Context: an optimization exercise on an open-source flow, tuned for small area, a short achievable clock period and few clock cycles. The choices shown serve that exercise and are no tape-out recipe.
Function was checked by simulation only, so behaviour that the tests miss may differ from the original.

==> flow/design.v <==
`timescale 1ns / 1ps
module iterative_divider (
    input  wire        clk,
    input  wire        resetn,
    input  wire        start,           
    input  wire [23:0] dividend,        
    input  wire [15:0] divisor,         
    output reg         valid,           
    output reg [15:0]  quotient         
);
    localparam ST_IDLE = 2'd0;
    localparam ST_DIV  = 2'd1;
    localparam ST_DONE = 2'd2;
    reg [1:0]  state;
    reg [4:0]  count;
    reg [23:0] dividend_reg;
    reg [16:0] divisor_reg;
    reg [16:0] remainder_reg;
    reg [23:0] quotient_reg;
    wire [16:0] next_rem = {remainder_reg[15:0], dividend_reg[23]};
    always @(posedge clk) begin
        if (!resetn) begin
            state    <= ST_IDLE;
            valid    <= 1'b0;
            quotient <= 16'd0;
        end else begin
            valid <= 1'b0;  
            case (state)
                ST_IDLE: begin
                    if (start) begin
                        if (divisor == 16'd0) begin
                            quotient <= 16'd0;
                            valid    <= 1'b1;
                        end else begin
                            dividend_reg  <= dividend;
                            divisor_reg   <= {1'b0, divisor};
                            remainder_reg <= 17'd0;
                            quotient_reg  <= 24'd0;
                            count         <= 5'd24;
                            state         <= ST_DIV;
                        end
                    end
                end
                ST_DIV: begin
                    if (next_rem >= divisor_reg) begin
                        remainder_reg <= next_rem - divisor_reg;
                        quotient_reg  <= {quotient_reg[22:0], 1'b1};
                    end else begin
                        remainder_reg <= next_rem;
                        quotient_reg  <= {quotient_reg[22:0], 1'b0};
                    end
                    dividend_reg <= {dividend_reg[22:0], 1'b0};
                    if (count == 5'd1) begin
                        state <= ST_DONE;
                    end else begin
                        count <= count - 5'd1;
                    end
                end
                ST_DONE: begin
                    quotient <= quotient_reg[15:0];
                    valid    <= 1'b1;
                    state    <= ST_IDLE;
                end
                default: state <= ST_IDLE;
            endcase
        end
    end
endmodule
`timescale 1ns / 1ps
module physics_engine #(
    parameter SCREEN_WIDTH = 320,
    parameter SCREEN_HEIGHT = 240
    ) (
    input  wire        clk,
    input  wire        resetn,
    input  wire        fire,            
    input  wire [15:0] axi_Z_dist,      
    input  wire [15:0] axi_arrow_vel,   
    input  wire [7:0]  wind_x_in,
    input  wire [7:0]  wind_y_in,
    input  wire [8:0]  aim_x,           
    input  wire [7:0]  aim_y,           
    output reg         result_valid,
    output reg [8:0]   land_x,          
    output reg [7:0]   land_y           
);
    localparam CENTER_X = SCREEN_WIDTH / 2;
    localparam CENTER_Y = SCREEN_HEIGHT / 2;
wire        div_valid;
wire [15:0] div_quotient;
iterative_divider divider_inst (
    .clk(clk),
    .resetn(resetn),
    .start(fire),
    .dividend({axi_Z_dist, 8'd0}),
    .divisor(axi_arrow_vel),
    .valid(div_valid),
    .quotient(div_quotient)
);
reg [6:0] cap_wx_mag, cap_wy_mag;
reg       cap_wx_neg, cap_wy_neg;
reg [8:0] cap_aim_x;
reg [7:0] cap_aim_y;
always @(posedge clk) begin
    if (!resetn) begin
        cap_wx_mag <= 7'd0;
        cap_wy_mag <= 7'd0;
        cap_wx_neg <= 1'b0;
        cap_wy_neg <= 1'b0;
        cap_aim_x  <= 9'd0;
        cap_aim_y  <= 8'd0;
    end else if (fire) begin
        cap_wx_mag <= wind_x_in[6:0];
        cap_wy_mag <= wind_y_in[6:0];
        cap_wx_neg <= wind_x_in[7];
        cap_wy_neg <= wind_y_in[7];
        cap_aim_x  <= aim_x;
        cap_aim_y  <= aim_y;
    end
end
reg [15:0] s1_inv_v;
reg [6:0]  s1_wx_mag, s1_wy_mag;
reg        s1_wx_neg, s1_wy_neg;
reg [8:0]  s1_aim_x;
reg [7:0]  s1_aim_y;
reg        s1_valid;
always @(posedge clk) begin
    if (!resetn) begin
        s1_valid <= 1'b0;
    end else begin
        s1_valid  <= div_valid;
        if (div_valid) begin
            s1_inv_v  <= div_quotient;
            s1_wx_mag <= cap_wx_mag;
            s1_wy_mag <= cap_wy_mag;
            s1_wx_neg <= cap_wx_neg;
            s1_wy_neg <= cap_wy_neg;
            s1_aim_x  <= cap_aim_x;
            s1_aim_y  <= cap_aim_y;
        end
    end
end
wire [22:0] dx_prod = s1_wx_mag * s1_inv_v;   
reg [22:0] s2_delta_x;   
reg [6:0]  s2_wy_mag;
reg        s2_wy_neg, s2_wx_neg;
reg [15:0] s2_inv_v;
reg [8:0]  s2_aim_x;
reg [7:0]  s2_aim_y;
reg        s2_valid;
always @(posedge clk) begin
    if (!resetn) begin
        s2_valid <= 1'b0;
    end else begin
        s2_valid   <= s1_valid;
        s2_delta_x <= dx_prod;          
        s2_wy_mag  <= s1_wy_mag;
        s2_wy_neg  <= s1_wy_neg;
        s2_wx_neg  <= s1_wx_neg;
        s2_inv_v   <= s1_inv_v;
        s2_aim_x   <= s1_aim_x;
        s2_aim_y   <= s1_aim_y;
    end
end
wire [22:0] dy_prod = s2_wy_mag * s2_inv_v;
reg [22:0] s3_delta_x, s3_delta_y;
reg        s3_wx_neg,  s3_wy_neg;
reg [8:0]  s3_aim_x;
reg [7:0]  s3_aim_y;
reg        s3_valid;
always @(posedge clk) begin
    if (!resetn) begin
        s3_valid <= 1'b0;
    end else begin
        s3_valid   <= s2_valid;
        s3_delta_x <= s2_delta_x;
        s3_delta_y <= dy_prod;          
        s3_wx_neg  <= s2_wx_neg;
        s3_wy_neg  <= s2_wy_neg;
        s3_aim_x   <= s2_aim_x;
        s3_aim_y   <= s2_aim_y;
    end
end
wire [14:0] dx_px = s3_delta_x[22:8];
wire [14:0] dy_px = s3_delta_y[22:8];
wire [15:0] x_add = {7'd0, s3_aim_x} + {1'b0, dx_px};
wire [15:0] x_sub = ({7'd0, s3_aim_x} >= {1'b0, dx_px}) ?
                    ({7'd0, s3_aim_x} -  {1'b0, dx_px}) : 16'd0;
wire [15:0] land_x_raw = s3_wx_neg ? x_sub : x_add;
wire [15:0] y_add = {8'd0, s3_aim_y} + {1'b0, dy_px};
wire [15:0] y_sub = ({8'd0, s3_aim_y} >= {1'b0, dy_px}) ?
                    ({8'd0, s3_aim_y} -  {1'b0, dy_px}) : 16'd0;
wire [15:0] land_y_raw = s3_wy_neg ? y_sub : y_add;
always @(posedge clk) begin
    if (!resetn) begin
        result_valid <= 1'b0;
        land_x       <= 9'd0;
        land_y       <= 8'd0;
    end else begin
        result_valid <= s3_valid;
        land_x <= (land_x_raw >= SCREEN_WIDTH) ? (SCREEN_WIDTH - 1) : land_x_raw[8:0];
        land_y <= (land_y_raw >= SCREEN_HEIGHT) ? (SCREEN_HEIGHT - 1) : land_y_raw[7:0];
    end
end
endmodule
==> flow/run.sh <==
#!/bin/bash
# synth_recipe.tcl (not shown) runs the flow's synth.tcl, then flattens the netlist and writes it again
# the make line also repeats each setting of config.mk as NAME=value (left out here)
make -C /OpenROAD-flow-scripts/flow DESIGN_CONFIG=/design/flow/config.mk WORK_HOME=/design/flow/orfs CLKGATE_MAP_FILE= SYNTH_SCRIPT=/design/flow/synth_recipe.tcl finish
==> flow/config.mk <==
export PLATFORM = sky130hd
export DESIGN_NAME = physics_engine
export DESIGN_NICKNAME = physics_engine
export VERILOG_FILES = /design/flow/design.v
export SDC_FILE = /design/flow/constraint.sdc
export NUM_CORES = 4
export LEC_CHECK = 0
export CAP_MARGIN = 20
export CORE_MARGIN = 2
export CORE_UTILIZATION = 40
export SLEW_MARGIN = 20
==> flow/constraint.sdc <==
create_clock -name core_clock -period 6.0 [get_ports {clk}]
set_input_delay 1.2000 -clock core_clock [delete_from_list [all_inputs] [get_ports {clk}]]
set_output_delay 1.2000 -clock core_clock [all_outputs]
set_load 0.01 [all_outputs]
==> summary.txt <==
[metal layers]
layer | vias to the layer above | global-route usage (%)
li1 | 6192 | -
met1 | 6145 | 21.19
met2 | 208 | 28.29
met3 | 66 | 2.726
met4 | 0 | 5.434
met5 | - | 0
[worst max-delay path: stages, from the launching register on]
cell	delay, ns
edfxtp_1	0.46
buf_4	0.22
and2_1	0.16
fa_1	0.56
fa_1	0.44
fa_1	0.54
inv_1	0.05
fa_1	0.53
inv_1	0.04
ha_1	0.21
a2111oi_1	0.53
nand2b_1	0.14
o211ai_1	0.28
a31oi_1	0.25
a31o_2	0.32
o41ai_1	0.25
buf_4	0.19
o21bai_1	0.07
xor2_1	0.15
[kinds of logic (layout without fill, tap and decap cells)]
logic type	after synthesis	after routing	synth area share (%)
DFF	297	297	42.59
AOI/OAI and AO/OA	248	248	9.008
adders and majority gates	271	271	23.14
and+or+nand+nor	602	602	16.04
xor gates and xnor gates	43	43	1.959
buffers and inverters	273	384	5.330
muxes	37	37	1.926
[power by group through the flow]
stage	clock network [mW]	registers, mW	logic (mW)
6_report	2.28	2.42	1.07
3_3_place_gp	0	2.46	1.05
4_1_cts	2.36	2.43	1.07
5_1_grt	2.44	2.44	1.22
3_5_place_dp	0	2.47	1.07
2_1_floorplan	0	2.44	0.794
[worst paths after layout]
path | start | to | slack (ns) | cells past startpoint
min reg2reg | s1_wy_neg | s2_wy_neg | 0.42 | 0
max | s1_wx_mag[3] | s2_delta_x[21] | 0.37 | 18
min | s1_wy_neg | s2_wy_neg | 0.42 | 0
max reg2reg | s1_wx_mag[3] | s2_delta_x[21] | 0.37 | 18
[area by class of cell]
| type | instances | area [µm²] | share of cell area (%) |
|---|---|---|---|
| sequential | 297 | 8188 | 37.14 |
| tap | 615 | 769.5 | 3.490 |
| multi-input combinational | 1201 | 10040 | 45.52 |
| clock buffer | 51 | 1104 | 5.005 |
| timing repair buffer | 100 | 955.9 | 4.336 |
| inverter | 218 | 818.3 | 3.711 |
| clock inverter | 15 | 176.4 | 0.8002 |
[cells in the mapped netlist, types with 4 or more instances]
master,n
o21bai_1,8
and4_1,9
xnor2_1,34
a221o_1,6
o31a_1,9
nand2b_1,7
fa_1,141
or2_2,8
or3_1,5
ha_1,130
a31oi_1,12
nor2b_1,16
a21oi_1,64
a22oi_1,16
edfxtp_1,224
a211oi_1,10
a21o_1,17
nor3_1,32
nand3_1,22
dfxtp_1,73
xor2_1,9
clkbuf_1,52
inv_1,218
o22ai_1,4
o41ai_1,6
nor4_1,8
nor2_1,117
o21a_1,14
nand2_1,154
a21boi_0,6
o31ai_1,6
and2_1,193
nand4_1,7
o21ai_0,25
o211ai_1,7
mux2i_1,37
and3_1,7
[timing repair]
| action | CTS | global route |
|---|---|---|
| buffers inserted | 0 | 1 |
| hold buffers | 0 | 0 |
| setup endpoints to repair | 0 | 4 |
| resized for setup | 0 | 1 |
| hold endpoints to repair | 0 | 0 |
==> results.toml <==
[critical_path]
setup.worst_path.end_class = "register"
cp_data_arrival_time_ns = 5.92
criticalPathCategory = "reg2reg"
worst-endpoint-required_ns = 6.29
crit_fanout = 12
type_of_element_launching_the_critical_path = "register"

[logic_synthesis]
yosys.cell_types.count = 72
synth_seq_area_share_pct = 42.59
synth_flop_cell = "edfxtp_1"
synth.avg_cell_area_um2 = 10.86
postSynth.asyncResetShare_pct = 0
share_of_yosys_cell_area_claimed_by_the_top_area_cell_type_pct = 34.99
synth_top_cells_by_area = "edfxtp_1 (35%), fa_1 (15%), ha_1 (8.5%), dfxtp_1 (7.6%), and2_1 (6.3%)"
number_of_flops_mapped_to_enable_cells_by_yosys = 224
postSynthCellCount = 1771
ys_warn_count = 2
synthesis.area_mm2 = 0.01922
synth_top_cell_by_area = "edfxtp_1"
synth_fp_nets = 2110
synth_seq_cells = 297

[final_layout]
fillCellCount = 4374
layout_common_cells = "edfxtp_1 (224), inv_1 (217), and2_1 (192), nand2_1 (154), fa_1 (141)"
largest_register_ffs = 32
finalCoreUtilization_pct = 46.37
final_area_mm2 = 0.02205
fin_cells = 2497
nets = 2193
antenna_cells_inserted = 0
final_common_cell = "edfxtp_1"
area_delta_synth_final_pct = 14.68
layout-drive-gt1-share_pct = 5.526

[sta]
final_min_period_over_clock_period_pct = 93.80
grt_setup_unrepaired = "false"
final.setup_skew_ns = 0.02088
timing.fmax_ghz = 0.1777
finalWorstPathRequiredPeriod_ns = 5.628
tns_ns = 0
report.final.hold_viol_count = 0
tightestPinTransition_ns = 0.8116
max_slew_margin_pct = 45.90
timing.final.setup_violations = 0
final.hold.worst_slack_ns = 0.4158
final_critical_path_setup_slack_ns = 0.3718
finalMaxSlewViolations = 0

[placement]
dp_cells = 2430
place.gp.congestion = 0.8529
count_of_input_and_output_buffers = 85
hpwlAfterDp_um = 29630
place_worst_setup_slack_ns = 0.2578
detailed_place.area_mm2 = 0.02076

[power_and_ir_drop]
fin_total_pwr_mw = 5.774
swShare_pct = 26.39
leakagePower_nw = 9.424
max-vdd-ir-drop_uv = 188.7
combPwrFrac_pct = 18.5
seqPwrFrac_pct = 42.0
proportion_of_power_drawn_by_the_clock_network_pct = 39.5
total_switching_power_mw = 1.524
power_density_mw_per_mm2 = 261.9
internal-power_mw = 4.250

[route]
wl_per_cell_um = 16.03
drt_iter0_markers = 617
met2RoutedLength_um = 19390
drt-vias-per-instance = 5.050
wirelength_um = 40040
dr_wl_met3_um = 1396
via_count = 12611
final_antenna_net_count = 0
post-route-drc-count = 0
route.top_layer_used = "met4"
drt-pass1-iter-count = 5
drt-met1-wl_um = 18260

[die]
floorplan.io_pins = 86
placeableCoreArea_mm2 = 0.04755
fp.dieW_um = 223.2
overall_die_height_um = 223.2
initial_core_utilization_pct = 40.43
die_footprint_mm2 = 0.04983
core.rowCount = 80

[global_route]
grt_pass1_wl_um = 66220
grt_usage_pct = 16.47
grt.overflow.total = 0
antenna_found_initial = 0
vias_in_the_first_global_route = 12904
grt_max_degree = 57

[clock_network]
clk_root_buffer_cell = "clkbuf_16"
clock_path_buffers = 3
clock_sink_count = 297
ctsHtreeMaxLevel = 2
tritoncts.num_buffers = 36
clock_insertion_delay_worst_skew_ns = 0.55
tritoncts_clock_tree = "done"
clk_transition_reported_paths_ns = 0.06

[run_status]
status = "complete, no violations"

[flow_run]
max-cap-violations = 0

[min_path]
timing.hold.worst.class = "reg2reg"
Testbench counts, summed over its fixed seeds: cycles 48,000.

==> what the ideal ports hide <==
The flow's constraints put no driver on any port. The routed layout listed below was extracted and timed again, unchanged, in two steps.
Step 1: set_driving_cell puts a clkbuf_16 on clk and a buf_2 on each other input, an assumption about the parent block.
Step 2 also shifts input and output timing later by t, the mid clock arrival at the registers, as if the neighbouring blocks saw the same clock.
Three values: ideal, step 1, step 2; two values: the first two.
shift t [ns]: 0.589
setup slack, ns: 0.372 / 0.372 / 0.372
hold WS [ns]: 0.416 / 0.416 / 0.416
pins driven straight from the clock port: 1
After both steps setup and hold are still met in this run. The setup slack of this run moves by 0.000 ns with the drivers and by 0.000 ns with both steps.
